This design comes from an exercise in tuning for small area, a short achievable clock period and few clock cycles on the open sky130 flow, not from production work. Function was checked by simulation only, so behaviour that the tests miss may differ from the original. Power figures rest on the tool's default switching activity, not on a simulated workload.

==> design/flow/design.v <==
`default_nettype none 
module ALU (
    input [31:0] SrcAE,
    input [31:0] SrcBE,
    input [3:0] ALUControlE,
    output reg [31:0] ALUResultE,
    output reg ZeroE
);
    always @(*) begin
        ZeroE = 0;
        ALUResultE = 0;
            case (ALUControlE) 
                4'b0000 : ALUResultE = SrcAE + SrcBE;  
                4'b0001 : ALUResultE = SrcAE - SrcBE;  
                4'b0101 : ALUResultE = ($signed(SrcAE) < $signed(SrcBE)) ? 32'b1 : 32'b0;  
                4'b0100 : ALUResultE = ($unsigned(SrcAE) < $unsigned(SrcBE)) ? 32'b1 : 32'b0;  
                4'b0110 : ALUResultE = SrcAE ^ SrcBE;  
                4'b0011 : ALUResultE = SrcAE | SrcBE;  
                4'b0010 : ALUResultE = SrcAE & SrcBE;  
                4'b0111 : ALUResultE = SrcAE << SrcBE[4:0];  
                4'b1000 : ALUResultE = SrcAE >> SrcBE[4:0];  
                4'b1001 : ALUResultE = $signed(SrcAE) >>> SrcBE[4:0];  
                4'b1010 : ZeroE = (SrcAE == SrcBE) ? 1 : 0;  
                4'b1011 : ZeroE = (SrcAE != SrcBE) ? 1 : 0;  
                4'b1100 : ZeroE = ($signed(SrcAE) < $signed(SrcBE)) ? 1 : 0;  
                4'b1101 : ZeroE = ($signed(SrcAE) >= $signed(SrcBE)) ? 1 : 0;  
                4'b1110 : ZeroE = ($unsigned(SrcAE) < $unsigned(SrcBE)) ? 1 : 0;  
                4'b1111 : ZeroE = ($unsigned(SrcAE) >= $unsigned(SrcBE)) ? 1 : 0;  
                default : begin
                    ALUResultE = 32'b0;
                    ZeroE = 0;
                end
            endcase
    end
endmodule
`default_nettype none
module ALU_Decoder(
    input opcode_bit5,
    input [2:0] funct3,
    input funct7_bit5,
    input [1:0] ALUOp,
    output reg [3:0] ALUControlD
);
always @(*) begin
    case (ALUOp)
        2'b00 : ALUControlD = 4'b0000;  
        2'b01 : begin
                case (funct3)
                    3'b000: ALUControlD = 4'b1010;  
                    3'b001: ALUControlD = 4'b1011;  
                    3'b100: ALUControlD = 4'b1100;  
                    3'b101: ALUControlD = 4'b1101;  
                    3'b110: ALUControlD = 4'b1110;  
                    3'b111: ALUControlD = 4'b1111;  
                    default: ALUControlD = 4'b0000;  
                endcase
        end
        2'b10: begin
            case (funct3)
                3'b000: ALUControlD = (opcode_bit5 && funct7_bit5) ? 4'b0001 : 4'b0000;  
                3'b010: ALUControlD = 4'b0101;  
                3'b011: ALUControlD = 4'b0100;  
                3'b100: ALUControlD = 4'b0110;  
                3'b110: ALUControlD = 4'b0011;  
                3'b111: ALUControlD = 4'b0010;  
                3'b001: ALUControlD = 4'b0111;  
                3'b101: ALUControlD = funct7_bit5 ? 4'b1001 : 4'b1000;  
                default: ALUControlD = 4'b0000;
            endcase
        end
        default: ALUControlD = 4'b0000;
    endcase
end
endmodule
`default_nettype none
module Control_unit (
    input [6:0] opcode,
    input [4:0] Des_Reg,
    output reg RegWriteD,
    output reg [2:0] ImmSrcD,
    output reg ALUSrcD,
    output reg [1:0] ResultSrcD,
    output reg MemWriteD,
    output reg JumpD,
    output reg BranchD,
    output reg [1:0] ALUOp,
    output reg JalSrcD,
    output reg USrcD,
    output reg UOControlD
);
always @(*) begin
            RegWriteD  = 1'b0;
            ImmSrcD    = 3'b000;
            ALUSrcD    = 1'b0;
            ResultSrcD = 2'b00;
            MemWriteD  = 1'b0;
            BranchD    = 1'b0;
            ALUOp      = 2'b00;
            JumpD      = 1'b0;
            JalSrcD    = 1'b0;
            USrcD      = 1'b0;
            UOControlD = 1'b0;
    case (opcode)
        7'b0110011 : begin  
            RegWriteD = 1'b1;
            ALUSrcD = 0;
            MemWriteD = 0;
            ResultSrcD = 2'b00;
            BranchD = 0;
            ALUOp = 2'b10;
            JumpD = 0;
        end
        7'b0010011 : begin  
            RegWriteD = (Des_Reg != 5'b0) ? 1 : 0;   
            ImmSrcD = 3'b000;
            ALUSrcD = 1'b1;
            MemWriteD = 0;
            ResultSrcD = 2'b00;
            BranchD = 0;
            ALUOp = 2'b10;
            JumpD = 0;
            USrcD = 0;
        end
        7'b0000011 : begin  
            RegWriteD = 1'b1;
            ImmSrcD = 3'b000;
            ALUSrcD = 1'b1;
            MemWriteD = 0;
            ResultSrcD = 2'b01;
            BranchD = 0;
            ALUOp = 2'b00;
            JumpD = 0;
            USrcD = 0;
        end
        7'b0100011 : begin  
            RegWriteD = 1'b0;
            ImmSrcD = 3'b001;
            ALUSrcD = 1;
            MemWriteD = 1;
            BranchD = 0;
            ALUOp = 2'b00;
            JumpD = 0;
            USrcD = 0;
        end
        7'b1100011 : begin  
            RegWriteD = 1'b0;
            ImmSrcD = 3'b010;
            ALUSrcD = 0;
            MemWriteD = 0;
            BranchD = 1;
            ALUOp = 2'b01;
            JumpD = 0;
            JalSrcD = 0;
            USrcD = 0;
        end
        7'b1101111 : begin  
            RegWriteD = 1'b1;
            ImmSrcD = 3'b011;
            MemWriteD = 0;
            ResultSrcD = 2'b10;
            BranchD = 0;
            JumpD = 1;
            JalSrcD = 0;
            USrcD = 0;
        end
        7'b1100111 : begin  
            RegWriteD = 1'b1;
            ImmSrcD = 3'b000;
            MemWriteD = 0;
            ResultSrcD = 2'b10;
            BranchD = 0;
            JumpD = 1;
            JalSrcD = 1;
            USrcD = 0;
        end
        7'b0110111 : begin  
            RegWriteD = 1'b1;
            ImmSrcD = 3'b100;
            MemWriteD = 0;
            ResultSrcD = 2'b11;
            BranchD = 0;
            JumpD = 0;
            UOControlD = 1;
        end
        7'b0010111 : begin  
            RegWriteD = 1'b1;
            ImmSrcD = 3'b100;
            MemWriteD = 0;
            ResultSrcD = 2'b11;
            BranchD = 0;
            JumpD = 0;
            JalSrcD = 0;
            USrcD = 1;
            UOControlD = 0;
        end
        default : begin
            RegWriteD = 1'b0;
            ImmSrcD = 3'b000;
            ALUSrcD = 0;
            MemWriteD = 0;
            ResultSrcD = 2'b00;
            BranchD = 0;
            ALUOp = 2'b00;
            JumpD = 0;
            JalSrcD = 0;
            USrcD = 0;
            UOControlD = 0;
        end
    endcase
end
endmodule
`default_nettype none
module Decode_Reg (
    input reset,             
    input CLR,               
    input CLK,               
    input EN,                
    input [31:0] Instr,
    input [31:0] PCF,
    input [31:0] PCPlus4F,
    output reg [31:0] InstrD,
    output reg [31:0] PCD,
    output reg [31:0] PCPlus4D
);
always @(posedge CLK or posedge reset) begin
    if (reset) begin
        InstrD <= 32'b0;
        PCD <= 32'b0;
        PCPlus4D <= 32'b0;
    end
    else if (CLR) begin
        InstrD <= 32'b0;
        PCD <= 32'b0;
        PCPlus4D <= 32'b0;
    end
    else if (EN) begin
    InstrD <= Instr;
    PCD <= PCF;
    PCPlus4D <= PCPlus4F;
    end
end
endmodule
`default_nettype none
module Execute_Reg (
    input reset,             
    input CLR,               
    input CLK,               
    input ZeroE,
    input RegWriteD,
    input ALUSrcD,
    input [1:0] ResultSrcD,
    input MemWriteD,
    input JumpD,
    input BranchD,
    input [3:0] ALUControlD,
    input [31:0] RD1D,        
    input [31:0] RD2D,        
    input [31:0] PCD,
    input [31:0] PCPlus4D,
    input [4:0] Rs1D,
    input [4:0] Rs2D,
    input [4:0] RdD,
    input [31:0] ImmExtD,
    input JalSrcD,
    input USrcD,
    input UOControlD,
    output reg RegWriteE,
    output reg ALUSrcE,
    output reg [1:0] ResultSrcE,
    output reg MemWriteE,
    output reg JumpE,
    output reg BranchE,
    output reg [3:0] ALUControlE,
    output reg [31:0] RD1E,        
    output reg [31:0] RD2E,        
    output reg [31:0] PCE,
    output reg [31:0] PCPlus4E,
    output reg [4:0] Rs1E,
    output reg [4:0] Rs2E,
    output reg [4:0] RdE,
    output reg [31:0] ImmExtE,
    output reg JalSrcE,
    output reg USrcE,
    output reg UOControlE
);
always @(posedge CLK or posedge reset) begin
    if (reset) begin
        RegWriteE    <= 1'b0;
        ALUSrcE      <= 1'b0;
        ResultSrcE   <= 2'b00;
        MemWriteE    <= 1'b0;
        JumpE        <= 1'b0;
        BranchE      <= 1'b0;
        ALUControlE  <= 4'b0000;
        RD1E         <= 32'b0;
        RD2E         <= 32'b0;
        PCE          <= 32'b0;
        PCPlus4E     <= 32'b0;
        Rs1E         <= 5'b00000;
        Rs2E         <= 5'b00000;
        RdE          <= 5'b00000;
        ImmExtE      <= 32'b0;
        JalSrcE      <= 1'b0;
        USrcE        <= 1'b0;
        UOControlE   <= 1'b0;
    end
    else if (CLR) begin
        RegWriteE    <= 1'b0;
        ALUSrcE      <= 1'b0;
        ResultSrcE   <= 2'b00;
        MemWriteE    <= 1'b0;
        JumpE        <= 1'b0;
        BranchE      <= 1'b0;
        ALUControlE  <= 4'b0000;
        RD1E         <= 32'b0;
        RD2E         <= 32'b0;
        PCE          <= 32'b0;
        PCPlus4E     <= 32'b0;
        Rs1E         <= 5'b00000;
        Rs2E         <= 5'b00000;
        RdE          <= 5'b00000;
        ImmExtE      <= 32'b0;
        JalSrcE      <= 1'b0;
        USrcE        <= 1'b0;
        UOControlE   <= 1'b0;
    end 
    else begin
        RegWriteE <= RegWriteD;
        ResultSrcE <= ResultSrcD;
        MemWriteE <= MemWriteD;
        JumpE <= JumpD;
        BranchE <= BranchD;
        ALUControlE <= ALUControlD;
        ALUSrcE <= ALUSrcD;
        JalSrcE <= JalSrcD;
        USrcE <= USrcD;
        UOControlE <= UOControlD;
        RD1E <= RD1D;
        RD2E <= RD2D;
        PCE <= PCD;
        Rs1E <= Rs1D;
        Rs2E <= Rs2D;
        RdE <= RdD;
        ImmExtE <= ImmExtD;
        PCPlus4E <= PCPlus4D;
    end
end
endmodule
`default_nettype none
module Hazard_Unit(
    input  [4:0] Rs1E,
    input  [4:0] Rs2E,
    input  [4:0] RdE,
    input  [4:0] RdM,
    input  [4:0] RdW,
    input  [4:0] Rs1D,
    input  [4:0] Rs2D,
    input PCSrcE,
    input [1:0] ResultSrcE,
    input RegWriteM,
    input RegWriteW,
    output reg StallF,
    output reg StallD,
    output reg FlushD,
    output reg FlushE,
    output reg [1:0] ForwardAE,
    output reg [1:0] ForwardBE
);
    reg lwStall;
    always @(*) begin
        lwStall = (ResultSrcE == 2'b01) && ((Rs1D == RdE && Rs1D != 5'b0) || (Rs2D == RdE && Rs2D != 5'b0));
        StallF = lwStall;
        StallD = lwStall;
        FlushD = PCSrcE;
        FlushE = lwStall || PCSrcE;
        if ((Rs1E == RdM) && RegWriteM && (Rs1E != 5'b0))
            ForwardAE = 2'b10;   
        else if ((Rs1E == RdW) && RegWriteW && (Rs1E != 5'b0))
            ForwardAE = 2'b01;   
        else
            ForwardAE = 2'b00;   
        if ((Rs2E == RdM) && RegWriteM && (Rs2E != 5'b0))
            ForwardBE = 2'b10;   
        else if ((Rs2E == RdW) && RegWriteW && (Rs2E != 5'b0))
            ForwardBE = 2'b01;   
        else
            ForwardBE = 2'b00;   
    end
endmodule
`default_nettype none
module Mem_Reg (
    input CLK,               
    input reset,             
    input RegWriteE,
    input [1:0] ResultSrcE,
    input MemWriteE,
    input [31:0] PCPlus4E,
    input [4:0] RdE,
    input [31:0] UOutE,
    input [31:0] WriteDataE,
    input [31:0] ALUResultE,
    output reg RegWriteM,
    output reg [1:0] ResultSrcM,
    output reg MemWriteM,
    output reg [31:0] WriteDataM,       
    output reg [31:0] ALUResultM,       
    output reg [31:0] PCPlus4M,
    output reg [4:0] RdM,
    output reg [31:0] UOutM
);
always @(posedge CLK or posedge reset) begin
    if (reset) begin
        RegWriteM <= 0;
        ResultSrcM <= 0;
        MemWriteM <= 0;
        ALUResultM <= 0;
        WriteDataM <= 0;
        UOutM <= 0;
        RdM <= 0;
        PCPlus4M <= 0;
    end else begin
    RegWriteM <= RegWriteE;
    ResultSrcM <= ResultSrcE;
    MemWriteM <= MemWriteE;
    ALUResultM <= ALUResultE;
    WriteDataM <= WriteDataE;
    UOutM <= UOutE;
    RdM <= RdE;
    PCPlus4M <= PCPlus4E;
    end
end
endmodule
`default_nettype none
module PC (
    input wire CLK,                       
    input reset,                          
    input wire EN,                        
    input PCSrcE,
    output wire [31:0] PCFI,              
    input wire [31:0] PCTargetE,          
    input wire [31:0] PCPlus4F,           
    output reg [31:0] PCF                 
);
    assign PCFI = PCSrcE ? PCTargetE : PCPlus4F;
    always @(posedge CLK or posedge reset) begin
        if (reset)
            PCF <= 32'b0;             
        else if (EN)
            PCF <= PCFI;              
    end
endmodule
`default_nettype none
module Registers (
    input CLK,
    input [4:0] A1,            
    input [4:0] A2,              
    input [4:0] A3,              
    input WE3,                   
    input [31:0] WD3,            
    output [31:0] RD1,           
    output [31:0] RD2            
);
    reg [31:0] reg_file [1:15];
    assign RD1 = (A1[3:0] == 4'b0) ? 32'b0 : reg_file[A1[3:0]];
    assign RD2 = (A2[3:0] == 4'b0) ? 32'b0 : reg_file[A2[3:0]];
    always @(negedge CLK) begin
    if (WE3 && A3[3:0] != 0) begin
        reg_file[A3[3:0]] <= WD3;
    end
end
endmodule
`default_nettype none
module Writeback_Reg (
    input CLK,               
    input reset,             
    input RegWriteM,
    input [1:0] ResultSrcM,
    input [31:0] PCPlus4M,
    input [4:0] RdM,
    input [31:0] UOutM,
    input [31:0] ReadDataM,
    input [31:0] ALUResultM,
    output reg RegWriteW,
    output reg [1:0] ResultSrcW,
    output reg [31:0] ReadDataW,        
    output reg [31:0] ALUResultW,        
    output reg [31:0] PCPlus4W,
    output reg [4:0] RdW,
    output reg [31:0] UOutW
);
always @(posedge CLK or posedge reset) begin
    if (reset) begin
        RegWriteW <= 0;
        ResultSrcW <= 0;
        ALUResultW <= 0;
        ReadDataW <= 0;
        UOutW <= 0;
        RdW <= 0;
        PCPlus4W <= 0;
    end else begin
    RegWriteW <= RegWriteM;
    ResultSrcW <= ResultSrcM;
    ALUResultW <= ALUResultM;
    ReadDataW <= ReadDataM;
    UOutW <= UOutM;
    RdW <= RdM;
    PCPlus4W <= PCPlus4M;
    end
end
endmodule
`default_nettype none
module immediate (
    input wire [31:7] InstrD,
    input wire [2:0] ImmSrcD,
    output reg [31:0] ImmExtD
);
always @(*) begin
    case (ImmSrcD)
        3'b000 : ImmExtD = {{20{InstrD[31]}}, InstrD[31:20]};  
        3'b001 : ImmExtD = {{20{InstrD[31]}}, InstrD[31:25], InstrD[11:7]};  
        3'b010 : ImmExtD = {{20{InstrD[31]}}, InstrD[7], InstrD[30:25], InstrD[11:8], 1'b0};  
        3'b011 : ImmExtD = {{12{InstrD[31]}}, InstrD[19:12], InstrD[20], InstrD[30:21], 1'b0};  
        3'b100 : ImmExtD = {InstrD[31:12], 12'b0};  
        default : ImmExtD = 32'b0;
    endcase
end
endmodule
`default_nettype none
module Processor (
    input CLK,
    input reset,
    output [31:0] imem_addr,
    input  [31:0] imem_rdata,
    output [31:0] dmem_addr,
    output [31:0] dmem_wdata,
    output        dmem_we,
    output        dmem_re,
    input  [31:0] dmem_rdata
);
    wire StallF, StallD, FlushD, FlushE;
    wire [1:0] ForwardAE, ForwardBE;
    wire RegWriteD, RegWriteE, RegWriteM, RegWriteW;
    wire MemWriteD, MemWriteE;
    wire JumpD, JumpE;
    wire BranchD, BranchE;
    wire ALUSrcD, ALUSrcE;
    wire JalSrcD, JalSrcE;
    wire USrcD, USrcE;
    wire UOControlD, UOControlE;
    wire [1:0] ResultSrcD, ResultSrcE, ResultSrcM, ResultSrcW, ALUOp;
    wire [2:0] ImmSrcD;
    wire [3:0] ALUControlD, ALUControlE;
    wire PCSrcE;
    wire [31:0] PCFI, PCF, PCD, PCE, PCPlus4F, PCPlus4D, PCPlus4E, PCPlus4M, PCPlus4W;
    wire [31:0] Instr, InstrD;
    wire ZeroE;
    wire [31:0] RD1D, RD1E, RD2D, RD2E;
    wire [4:0] Rs1E, Rs2E, RdE, RdM, RdW;
    wire [31:0] ImmExtD, ImmExtE;
    wire [31:0] ALUResultE, ALUResultW;
    wire [31:0] ReadDataM, ReadDataW;
    wire [31:0] UOutM, UOutW;
    wire [31:0] ALUResultM; 
    wire MemWriteM;
    wire [31:0] WriteDataM;
    reg [31:0] SrcAE, SrcBE;
    reg [31:0] PCTargetE, UOutE, WriteDataE;
    reg [31:0] ResultW;
    reg [31:0] ResultM;
    PC pc_module (  
        .CLK(CLK),
        .reset(reset),
        .EN(~StallF),
        .PCFI(PCFI),
        .PCF(PCF),
        .PCTargetE(PCTargetE),
        .PCPlus4F(PCPlus4F),
        .PCSrcE(PCSrcE)
    );
    assign PCPlus4F = PCF + 4;
    assign imem_addr = PCF;
    assign Instr = imem_rdata;
    Decode_Reg decode_module(
        .reset(reset),
        .CLR(FlushD),
        .CLK(CLK),            
        .EN(~StallD),
        .Instr(Instr),
        .PCF(PCF),
        .PCPlus4F(PCPlus4F),
        .InstrD(InstrD),
        .PCD(PCD),
        .PCPlus4D(PCPlus4D)
);
    Hazard_Unit Hazard_module(
        .Rs1E(Rs1E),
        .Rs2E(Rs2E),
        .RdE(RdE),
        .RdM(RdM),
        .RdW(RdW),
        .Rs1D(InstrD[19:15]),
        .Rs2D(InstrD[24:20]),
        .PCSrcE(PCSrcE),
        .ResultSrcE(ResultSrcE),
        .RegWriteM(RegWriteM),
        .RegWriteW(RegWriteW),
        .StallF(StallF),
        .StallD(StallD),
        .FlushD(FlushD),
        .FlushE(FlushE),
        .ForwardAE(ForwardAE),
        .ForwardBE(ForwardBE)
    );
    Control_unit CU_module( 
        .opcode(InstrD[6:0]),
        .Des_Reg(InstrD[11:7]),
        .RegWriteD(RegWriteD),
        .ImmSrcD(ImmSrcD),
        .ALUSrcD(ALUSrcD),
        .ResultSrcD(ResultSrcD),
        .MemWriteD(MemWriteD),
        .JumpD(JumpD),
        .BranchD(BranchD),
        .ALUOp(ALUOp),
        .JalSrcD(JalSrcD),
        .USrcD(USrcD),
        .UOControlD(UOControlD)
    );
    ALU_Decoder ALUDecode_module(
        .opcode_bit5(InstrD[5]),
        .funct3(InstrD[14:12]),
        .funct7_bit5(InstrD[30]),
        .ALUOp(ALUOp),
        .ALUControlD(ALUControlD)
    );
    immediate immediate_module ( 
        .InstrD(InstrD[31:7]),
        .ImmSrcD(ImmSrcD),
        .ImmExtD(ImmExtD)
    );
    Registers register_module ( 
        .CLK(CLK),
        .A1(InstrD[19:15]),
        .A2(InstrD[24:20]),
        .A3(RdW),
        .WE3(RegWriteW),
        .WD3(ResultW),
        .RD1(RD1D),
        .RD2(RD2D)
    );
   Execute_Reg execute_module(
        .CLK(CLK),
        .reset(reset),
        .CLR(FlushE),
        .ZeroE(ZeroE),
        .RegWriteD(RegWriteD),
        .ALUSrcD(ALUSrcD),
        .ResultSrcD(ResultSrcD),
        .MemWriteD(MemWriteD),
        .JumpD(JumpD),
        .BranchD(BranchD),
        .ALUControlD(ALUControlD),
        .RD1D(RD1D),
        .RD2D(RD2D),
        .PCD(PCD),
        .PCPlus4D(PCPlus4D),
        .Rs1D(InstrD[19:15]),
        .Rs2D(InstrD[24:20]),
        .RdD(InstrD[11:7]),
        .ImmExtD(ImmExtD),
        .JalSrcD(JalSrcD),
        .USrcD(USrcD),
        .UOControlD(UOControlD),
        .RegWriteE(RegWriteE),
        .ALUSrcE(ALUSrcE),
        .ResultSrcE(ResultSrcE),
        .MemWriteE(MemWriteE),
        .JumpE(JumpE),
        .BranchE(BranchE),
        .ALUControlE(ALUControlE),
        .RD1E(RD1E),
        .RD2E(RD2E),
        .PCE(PCE),
        .PCPlus4E(PCPlus4E),
        .Rs1E(Rs1E),
        .Rs2E(Rs2E),
        .RdE(RdE),
        .ImmExtE(ImmExtE),
        .JalSrcE(JalSrcE),
        .USrcE(USrcE),
        .UOControlE(UOControlE)
   );
   assign PCSrcE = ((ZeroE && BranchE) || JumpE);
   reg [31:0] Imm, Add1, Add2;
   always @(*) begin 
        case (ForwardAE)
        2'b00 : SrcAE = RD1E;
        2'b01 : SrcAE = ResultW;
        2'b10 : SrcAE = ResultM;
        default : SrcAE = RD1E;
        endcase
        case (ForwardBE)
        2'b00 : WriteDataE = RD2E;
        2'b01 : WriteDataE = ResultW;
        2'b10 : WriteDataE = ResultM;
        default : WriteDataE = RD2E;
        endcase
        SrcBE = (ALUSrcE == 1) ? ImmExtE : WriteDataE;
        Add1 = (JalSrcE == 1) ? SrcAE : PCE;
        Add2 = (USrcE == 1) ? (ImmExtE) : ImmExtE;
        PCTargetE = Add1 + Add2;
        UOutE = (UOControlE == 1) ? (ImmExtE) : PCTargetE;
   end
    ALU ALU_module(   
        .SrcAE(SrcAE),
        .SrcBE(SrcBE),
        .ALUControlE(ALUControlE),
        .ALUResultE(ALUResultE),
        .ZeroE(ZeroE)
    );
    Mem_Reg Mem_module (
        .CLK(CLK),
        .reset(reset),
        .RegWriteE(RegWriteE),
        .ResultSrcE(ResultSrcE),
        .MemWriteE(MemWriteE),
        .PCPlus4E(PCPlus4E),
        .RdE(RdE),
        .UOutE(UOutE),
        .WriteDataE(WriteDataE),
        .ALUResultE(ALUResultE),
        .RegWriteM(RegWriteM),
        .ResultSrcM(ResultSrcM),
        .MemWriteM(MemWriteM),
        .WriteDataM(WriteDataM),
        .ALUResultM(ALUResultM),
        .PCPlus4M(PCPlus4M),
        .RdM(RdM),
        .UOutM(UOutM)
    );
    assign dmem_addr = ALUResultM;
    assign dmem_wdata = WriteDataM;
    assign dmem_we = MemWriteM;
    assign dmem_re = (ResultSrcM == 2'b01);
    assign ReadDataM = dmem_rdata;
    always @(*) begin
        case (ResultSrcM)
            2'b10 : ResultM = PCPlus4M;
            2'b11 : ResultM = UOutM;
            default : ResultM = ALUResultM;
        endcase
    end
    Writeback_Reg Writeback_module (
        .CLK(CLK),
        .reset(reset),
        .RegWriteM(RegWriteM),
        .ResultSrcM(ResultSrcM),
        .PCPlus4M(PCPlus4M),
        .RdM(RdM),
        .UOutM(UOutM),
        .ReadDataM(ReadDataM),
        .ALUResultM(ALUResultM),
        .RegWriteW(RegWriteW),
        .ResultSrcW(ResultSrcW),
        .ReadDataW(ReadDataW),
        .ALUResultW(ALUResultW),
        .PCPlus4W(PCPlus4W),
        .RdW(RdW),
        .UOutW(UOutW)
    );
    always @(*) begin
        case (ResultSrcW)
            2'b00 : ResultW = ALUResultW;
            2'b01 : ResultW = ReadDataW;
            2'b10 : ResultW = PCPlus4W;
            2'b11 : ResultW = UOutW;
        endcase
    end
endmodule
==> design/flow/run.sh <==
#!/bin/bash
# synth_recipe.tcl (not shown) runs the flow's synth.tcl, then flattens the netlist and writes it again
# the make line also repeats each setting of config.mk as NAME=value (left out here)
make -C /OpenROAD-flow-scripts/flow DESIGN_CONFIG=/design/flow/config.mk WORK_HOME=/design/flow/orfs CLKGATE_MAP_FILE= SYNTH_SCRIPT=/design/flow/synth_recipe.tcl finish
==> design/flow/config.mk <==
export PLATFORM = sky130hd
export DESIGN_NAME = Processor
export DESIGN_NICKNAME = Processor
export VERILOG_FILES = /design/flow/design.v
export SDC_FILE = /design/flow/constraint.sdc
export NUM_CORES = 4
export LEC_CHECK = 0
export CAP_MARGIN = 20
export CORE_MARGIN = 2
export CORE_UTILIZATION = 40
export SLEW_MARGIN = 20
==> design/flow/constraint.sdc <==
create_clock -name core_clock -period 12.0 [get_ports {CLK}]
set_input_delay 2.4000 -clock core_clock [delete_from_list [all_inputs] [get_ports {CLK}]]
set_output_delay 2.4000 -clock core_clock [all_outputs]
set_load 0.01 [all_outputs]
==> results of run 1 <==
-- synth_stat cells (all sizes together), types with 25 or more instances --
master and n:
o21bai 25, a211oi 125, o21ai 271, o22ai 56, nand3 95, dfrtp 585, and3 31, mux2 89
a31oi 41, xnor2 74, a2111oi 70, o211ai 41, nand2 417, inv 129, o311ai 29, a21oi 338
a21o 25, nor3 67, mux4 201, and2 89, buf 72, mux2i 306, clkbuf 288, edfxtp 480
nand2b 41, nor2 310, ha 134
-- power by group through the flow --
stage	clock network, W	logic (W)	registers, W
global placement	0.000237	0.00307	0.00528
global route	0.00464	0.00339	0.00528
finish	0.00435	0.00321	0.00525
floorplan	0.000237	0.00183	0.00493
detailed placement	0.000237	0.00308	0.00527
CTS	0.00436	0.00310	0.00522
-- cell families (layout without fill, tap and decap cells) --
kind of cell,after synthesis,after routing
AOI/OAI and AO/OA,1227,1227
and+or+nand+nor,1150,1150
DFF,1065,1065
muxes,596,596
buffers and inverters,490,1120
adders and majority gates,137,137
xor gates and xnor gates,95,95
other,0,6
-- worst min-delay path by stage --
stage / from / cells after the start / endpoint
2_1_floorplan: execute_module.MemWriteE / 0 / Mem_module.MemWriteM
3_3_place_gp: execute_module.PCPlus4E[20] / 0 / Mem_module.PCPlus4M[20]
3_5_place_dp: execute_module.PCPlus4E[20] / 0 / Mem_module.PCPlus4M[20]
4_1_cts: execute_module.PCPlus4E[2] / 0 / Mem_module.PCPlus4M[2]
5_1_grt: execute_module.PCPlus4E[4] / 0 / Mem_module.PCPlus4M[4]
6_report: execute_module.PCPlus4E[2] / 0 / Mem_module.PCPlus4M[2]
-- layout make-up --
cell class,count,share of cell area
tap,1794,0.03454
clock inverter,538,0.03856
clock buffer,151,0.04940
inverter,129,0.007508
multi-input combinational,3205,0.3802
antenna,6,0.0002310
timing repair buffer,302,0.04212
sequential,1065,0.4475
-- metal layers --
layer	vias to the layer above	part of all wire	routed length, um
met2	2918	0.42	92990
li1	18960	-	-
met4	10	0.052	11470
met3	525	0.13	27850
met5	-	0.00031	68
met1	22400	0.40	88920
-- per-stage QoR --
stage | worst slack [ns] | util | power [W]
2_1_floorplan | 1.627 | - | 0.006993
3_3_place_gp | 3.437 | 0.4315 | 0.008582
3_5_place_dp | 3.383 | 0.4315 | 0.008595
4_1_cts | 3.359 | 0.4731 | 0.01268
5_1_grt | 2.899 | 0.4732 | 0.01331
6_report | 3.089 | 0.4733 | 0.01280
==> results.txt, run 1 <==
- Arr. time, crit path: 9.46 ns
- Pwr/cell area: 197.0 nW/um2
- Drt drc: 0
- DRT iter0 DRCs: just over 6000
- Number of distinct library cells after synthesis: between 80 and 90
- GRT Overall Usage: 0.3077
- Post-Syn Area: 55310 um2
- CTS root buffer: clkbuf_16
- Crit share post-route: 0.7426
- CP Capture Type: flop
- Most frequent cells in the layout: inv_1, dfrtp_1, edfxtp_1
- Final #Nets: 5500
- Pin count of the biggest net entering global routing: 174
- Cell Rows: 136
- DP Wirelength: roughly 150 mm
- Synth top area share: 0.2647
- Post-synth EDFFs: 480
- Flip-flop count of the largest register after layout: 480
- Worst path depth: 21
- Xor and xnor area share after synthesis: 0.01504
- Effective utilization at floorplan: 0.4028
- Crit-path most repeated cell: buf_4
- # H-tree levels: 3
- Synth-to-Final Area Change: 17.51%
- CP Launch Type: flop
- Port Buf Inserts: 163
- CP max stage cell: nand2b_4
- RSZ-0062 raised after global routing: false
- Busiest layer in global routing: met2
- Cells after Synth: 4760
- DIE WIDTH: 375.8 um
- Final min period: 8.911 ns
- Vias in the first global route: 42580
- Avg WL per Cell: 30.78 um
- Clk pin slew, worst setup/hold paths: 0.07 ns
- Post-DRT Antenna Nets: 0
- Core area: approximately 140000 um2
- Share of cells above drive strength 1: 0.1325
- Final instance area: 64990 um2
- R2r setup slk: between 3 and 4 ns
- Final hold slack: about 0.32 ns
- Mux contribution to synthesized area: 0.1553
- Worst path bufs/invs: 4
- Post-Layout Cell Count: 7190
- Final setup fails: 0
- Placed cells: 6496
- Int Pwr: 0.008084 W
- Area of the multi-input gates: 24710 um2
- FMAX: 0.1122 GHz
- CP delay by family, top: compound AO/OA/AOI/OAI gates
- CTS tree: yes
- Register area share after synthesis: 0.5253
- Grt met3 use: 0.1001
- Placer Congestion: 1.031
- Cts repair resizes: 0
- Yosys top cell by area: dfrtp_1
- Worst-Margin Slew: 1.207 ns
- Clock power frac: 0.340
- CP Class: reg2reg
- FF+latch area: 29080 um2
- Total number of vias: 44820
- Sw Pwr: 0.004720 W
- Simple-gate share of the synthesized area: 0.09461
- Met1 Usage GRT: 0.4269
- Main area contributors after synthesis: dfrtp_1, edfxtp_1, mux4_2
- Met2 global-route usage: 0.4378
- Post-synthesis adder-cell area fraction: 0.03140
- Final hold vios: 0
- Worst EP required: 12.55 ns
- Initial antenna violation count: 18
- Synthesis Warnings: 12
- Worst setup path startpoint: Writeback_module.ResultSrcW[0]
- Commonest non-fill, non-tap cell in the layout: inv_1
- Die Span Y: 375.8 um
- Clk Latency, worst-skew pair: 0.77 ns
- Syn avg cell area: roughly 12 um2
- CP max FO: 71
- Crit path cell chain: buf_4 -> mux4_2 -> nand3_1 -> a311oi_4 -> nor2_4 -> inv_2 -> ha_1 -> fa_1 -> nand2b_1 -> a21oi_1 -> o21a_1 -> o21ai_0 -> buf_4 -> o211a_1 -> a22oi_1 -> mux2i_1 -> o21ai_0 -> a41o_4 -> nand2b_4 -> buf_4 -> a2111oi_0
- Post-synthesis register bit count: 1065
- First-pass GRT wire length: 312.1 mm
- Max capacitance violation total: 0
- R2r worst-path depth: 21
- RR Endpoint: execute_module.RD2E[20]
- Synthesized Nets: between 4000 and 5000
- Worst path max stage delay: roughly 0.93 ns
- Leakage: 26.39 nW
- Hold Buf Count CTS: 0
- Hold/Removal Path Class: reg2reg
- Detailed-router iteration count before antenna repair: 8
- Reg power frac: 0.410
- Max-slew violation count: 0
- Die area: 141300 um2
- Vias per inst: 6.234
- Worst-case clock buffer depth: 3
- Post-route setup TNS: 0 ns
- Max VDD drop: 0.1434 mV
- Main combinational cell family by area after synthesis: multiplexers
- Worst Setup EP: execute_module.RD2E[20]
- Clk_skew: between 0.05 and 0.06 ns
- Post-CTS setup buffers: 0
- Crit Reg-Reg Startpoint: Writeback_module.ResultSrcW[0]
- Compound-Gate Fraction of Synth Area: 0.1440
- Combinational power share: 0.250
- Relative max-transition margin: 0.1868
- Cell Area, Placed: 59260 um2
- Clock Sink Count: 1065
- Switching portion of total power: 0.3686
- Asr flop ratio synth: 0.5493
- Top_reg_cell synth: dfrtp_1
- Layout filler cell count: 12290
- Final wirelength: 221.3 mm
- # IOs: 164
- Overflow after GRT: 0
- Outcome: complete, no violations
- Clock buffer count from CTS: between 100 and 150
Testbench counts, summed over its fixed seeds: cycles 131,165.
==> run 2, diff against run 1 <==
==> design/flow/design.v (replaced) <==
`default_nettype none
module Processor (
    input CLK,
    input reset,
    output [31:0] imem_addr,
    input  [31:0] imem_rdata,
    output [31:0] dmem_addr,
    output [31:0] dmem_wdata,
    output        dmem_we,
    output        dmem_re,
    input  [31:0] dmem_rdata
);
    reg [31:0] pc;
    wire [31:0] ins = imem_rdata;
    wire [6:0] op = ins[6:0];
    wire [2:0] f3 = ins[14:12];
    wire is_r    = (op == 7'b0110011);
    wire is_i    = (op == 7'b0010011);
    wire is_ld   = (op == 7'b0000011);
    wire is_st   = (op == 7'b0100011);
    wire is_br   = (op == 7'b1100011);
    wire is_jal  = (op == 7'b1101111);
    wire is_jalr = (op == 7'b1100111);
    wire is_lui  = (op == 7'b0110111);
    wire is_aui  = (op == 7'b0010111);
    reg [31:0] rf [1:15];
    wire [3:0] ra1 = ins[18:15];
    wire [3:0] ra2 = ins[23:20];
    wire [3:0] rd  = ins[10:7];
    wire [31:0] rs1 = (ra1 == 4'd0) ? 32'd0 : rf[ra1];
    wire [31:0] rs2 = (ra2 == 4'd0) ? 32'd0 : rf[ra2];
    wire [31:0] imm_i = {{20{ins[31]}}, ins[31:20]};
    wire [31:0] imm_s = {{20{ins[31]}}, ins[31:25], ins[11:7]};
    wire [31:0] imm_b = {{20{ins[31]}}, ins[7], ins[30:25], ins[11:8], 1'b0};
    wire [31:0] imm_j = {{12{ins[31]}}, ins[19:12], ins[20], ins[30:21], 1'b0};
    wire [31:0] imm_u = {ins[31:12], 12'b0};
    wire [31:0] srcb = is_r ? rs2 : imm_i;
    wire sub = is_r & ins[30];
    wire [31:0] sum = rs1 + (sub ? ~srcb : srcb) + {31'd0, sub};
    wire lt  = ($signed(rs1) < $signed(srcb));
    wire ltu = (rs1 < srcb);
    wire [31:0] sra = $signed(rs1) >>> srcb[4:0];
    reg [31:0] alu;
    always @(*) begin
        case (f3)
            3'b000: alu = sum;
            3'b001: alu = rs1 << srcb[4:0];
            3'b010: alu = {31'd0, lt};
            3'b011: alu = {31'd0, ltu};
            3'b100: alu = rs1 ^ srcb;
            3'b101: alu = ins[30] ? sra : (rs1 >> srcb[4:0]);
            3'b110: alu = rs1 | srcb;
            default: alu = rs1 & srcb;
        endcase
    end
    wire beq = (rs1 == rs2);
    wire blt = ($signed(rs1) < $signed(rs2));
    wire bltu = (rs1 < rs2);
    reg cond;
    always @(*) begin
        case (f3)
            3'b000: cond = beq;
            3'b001: cond = ~beq;
            3'b100: cond = blt;
            3'b101: cond = ~blt;
            3'b110: cond = bltu;
            3'b111: cond = ~bltu;
            default: cond = 1'b0;
        endcase
    end
    wire [31:0] pc4 = pc + 32'd4;
    wire [31:0] tgt = (is_jalr ? rs1 : pc) + (is_jalr ? imm_i : is_jal ? imm_j : imm_b);
    wire taken = is_jal | is_jalr | (is_br & cond);
    assign imem_addr = pc;
    assign dmem_addr = rs1 + (is_st ? imm_s : imm_i);
    assign dmem_wdata = rs2;
    assign dmem_we = is_st & ~reset;
    assign dmem_re = is_ld;
    reg [31:0] wd;
    always @(*) begin
        if (is_ld) wd = dmem_rdata;
        else if (is_jal | is_jalr) wd = pc4;
        else if (is_lui) wd = imm_u;
        else if (is_aui) wd = pc + imm_u;
        else wd = alu;
    end
    wire we = (is_r | is_i | is_ld | is_jal | is_jalr | is_lui | is_aui) && (rd != 4'd0);
    always @(posedge CLK) begin
        if (we) rf[rd] <= wd;
    end
    always @(posedge CLK or posedge reset) begin
        if (reset) pc <= 32'd0;
        else pc <= taken ? tgt : pc4;
    end
endmodule
==> run 2 against run 1 <==
- clock power shrank 59%
- count of clock-buffer cells in the layout down 87
- non-clock buffer count is 1 higher
- combinational power down 25%
- first-iteration DRC count down 38%
- maximum frequency shrank 21%
- utilization decreased by 1.2 points
- total power is 50% lower
- critical endpoint is now dmem_addr[31]
- largest cell class is now multi-input gates
- highest routed layer unchanged
==> results.txt, run 2 <==
- Vias per inst: 6.433
- Outcome: complete, no violations
- Drt drc: 0
- Tot Pwr: 0.006388 W
- Pin count of the biggest net entering global routing: 90
- Most common cell in the synthesized netlist: edfxtp_1
- Asr flop ratio synth: 0.06250
- Arr. time, crit path: 8.82 ns
- DP Wirelength: 109.7 mm
- Detailed-router iteration count before antenna repair: 5
- Area of the multi-input gates: 22130 um2
- Largest registers: rf: 480 flops, pc: 32 flops
- Clk_skew: between 0.07 and 0.08 ns
- Max VDD drop: 0.1161 mV
- Total number of vias: 32200
- Synthesized Nets: 3873
- Overflow after GRT: 0
- FMAX: 0.08916 GHz
- GRT Overall Usage: 0.3065
- Relative max-transition margin: 0.1842
- Final min period: about 11 ns
- FF+latch area: 15210 um2
- Pwr/cell area: 145.2 nW/um2
- Cell Rows: 113
- Vias in the first global route: 30730
- Post-synthesis register bit count: 512
- Clk pin slew, worst setup/hold paths: ~0.050 ns
- Commonest non-fill, non-tap cell in the layout: edfxtp_1
- Max capacitance violation total: 0
- Top routing layer in use: met5
- Cells after Synth: 3562
- Port Buf Inserts: 163
- Syn avg cell area: approximately 11 um2
- Layout filler cell count: 8833
- Crit share post-route: 0.9346
- Final #Nets: between 4000 and 5000
- Post-Syn Area: 38570 um2
- Flip-flop count of the largest register after layout: between 400 and 500
- Synthesis Warnings: 1
- DRT met1 WL: around 62 mm
- Post-DRT Antenna Nets: 0
- Post-CTS setup buffers: 0
- Final hold vios: 0
- Share of cells above drive strength 1: 0.1537
- Synth top area share: 0.3737
- Post-route setup TNS: 0 ns
- CTS root buffer: clkbuf_16
- Cts repair resizes: 0
- Worst-Margin Slew: roughly 1.2 ns
- DRT iter0 DRCs: 3831
- Effective utilization at floorplan: 0.4048
- Worst EP required: 9.60 ns
- Die Span Y: 314.5 um
- DIE WIDTH: 314.5 um
- Routed wl met3: between 10 and 15 mm
- CP max FO: 45
- First-pass GRT wire length: 219.7 mm
- Met2 wire length: approximately 70 mm
- Core area: 95290 um2
- Worst-case clock buffer depth: 3
- Final wirelength: approximately 160 mm
- Top_reg_cell synth: edfxtp_1
- Max-slew violation count: 0
- # H-tree levels: 2
- Initial antenna violation count: 9
- Leakage: between 15 and 20 nW
- CTS tree: yes
- Clk Latency, worst-skew pair: 0.69 ns
- Yosys top cell by area: edfxtp_1
- Synth-to-Final Area Change: 14.09%
- Placer Congestion: 1.034
- Commonest cells in the netlist: edfxtp_1, a21oi_1, nor2_1
- Number of distinct library cells after synthesis: 86
- Avg WL per Cell: 30.96 um
- Most frequent cells in the layout: edfxtp_1, a21oi_1, nor2_1
- CP Class: in2out
- Post-synth EDFFs: 480
- Clock buffer count from CTS: 56
- RSZ-0062 raised after global routing: false
- CP Launch Type: input port
- Main area contributors after synthesis: edfxtp_1, mux4_2, ha_1
- Final setup fails: 0
- Die area: roughly 99000 um2
- Clock Sink Count: 512
- Hold Buf Count CTS: 0
- Hold/Removal Path Class: reg2reg
- Register area share after synthesis: 0.3945
- # IOs: 164
- CP Capture Type: output port
## run 2: changes by cell type in the layout (fill, tap and decap cells not counted), sizes merged, moves of 42 or more
cell     change
dfrtp      -553
inv        -494
nand2      -187
ha         +107
clkbuf      -85
mux2i       -85
o21ai       -85
a2111oi     -66
a211oi      -63
and2        -60
a21o        +44
nand3       -42
## run 2: critical path: stages
cell,delay (ns)
clkbuf_8,0.43
mux4_2,0.57
mux2_2,0.28
a22oi_1,0.57
inv_1,0.33
ha_1,0.40
a21oi_1,0.24
o21bai_1,0.13
a21boi_0,0.50
o311ai_0,0.37
a21oi_1,0.57
o211ai_1,0.26
a211oi_1,0.42
o21ai_0,0.19
a31o_2,0.23
a21oi_1,0.17
xnor2_1,0.14
clkdlybuf4s50_1,0.56
## run 2: through the flow
| step | cell area (um2) | instances | hold WS (ns) | setup WS (ns) | util |
|---|---|---|---|---|---|
| CTS | 44000 | 5005 | 0.6805 | 0.7884 | 0.4617 |
| detailed placement | 42080 | 4903 | 0.6706 | 0.8102 | 0.4416 |
| floorplan | 38570 | 3562 | 0.5937 | 2.506 | - |
| global placement | 42070 | 4903 | 0.6683 | 0.9573 | 0.4415 |
| global route | 44000 | 5005 | 0.7315 | 0.4843 | 0.4618 |
| finish | 44000 | 5006 | 0.6749 | 0.7843 | 0.4618 |
## run 2: metal layers
metal,track usage,vias up
met5,0,-
met4,0.1474,2
met3,0.05329,342
met2,0.4779,1787
met1,0.4140,16070
li1,-,14000
## run 2: area by class of cell
| type | instances | share of cell area |
|---|---|---|
| clock buffer | 64 | 0.03253 |
| inverter | 126 | 0.01080 |
| sequential | 512 | 0.3457 |
| antenna | 1 | 0.00005687 |
| tap | 1265 | 0.03597 |
| timing repair buffer | 303 | 0.06093 |
| multi-input combinational | 2697 | 0.5030 |
| clock inverter | 38 | 0.01100 |
## run 2: kinds of logic (layout without fill, tap and decap cells)
logic type      Yosys count  in the layout  share of synthesized area
compound gates          982            982                     0.1637
simple gates            827            827                    0.09780
flops                   512            512                     0.3945
mux                     490            490                     0.1907
buf+inv                 353            531                    0.03838
fa+ha+maj               245            245                    0.08025
xor+xnor                153            153                    0.03474
other cells               0              1                          0
## run 2: final timing paths
path	start	to	slack (ns)	depth (start not counted)
max	imem_rdata[15]	dmem_addr[31]	0.78	18
min	pc[1]	pc[1]	0.67	1
max reg2reg	rf[12][2]	rf[2][30]	5.36	18
min reg2reg	pc[1]	pc[1]	0.67	1
max in group asynchronous	reset	pc[1]	9.40	3
min in group asynchronous	reset	pc[29]	2.21	3
## run 2: power by group
part | internal [W] | leakage (nW) | switching, W | total [W]
clock | 0.00104 | 0.933 | 0.000748 | 0.00179
sequential | 0.00207 | 4.72 | 0.000117 | 0.00219
combinational | 0.000971 | 10.7 | 0.00145 | 0.00242
Testbench counts of run 2, summed over its fixed seeds: cycles 98,442.

[what the ideal ports hide]
How much do the figures lean on ideal ports? The routed layout below was timed once more, with nothing changed but the port constraints.
Step 1, drivers: a clkbuf_16 drives CLK and a buf_2 each remaining input, both assumed.
Step 2 moves the port delays by t, midway between the first and last clock arrival at a register: inputs arrive t later, outputs are due t later. That takes back most of the time a late clock gives input paths.
Three values: ideal ports, drivers, drivers and shift; two values: the first two.
run: run 2
t, ns: 0.716
setup slack, ns: 0.784 / 0.731 / 0.731
worst setup path after step 2: input to output
cell pins on the clock port's net: 1
After both steps setup and hold are still met in run 2. For run 2, drivers alone change the setup slack by -0.053 ns; drivers and shift together by -0.053 ns.
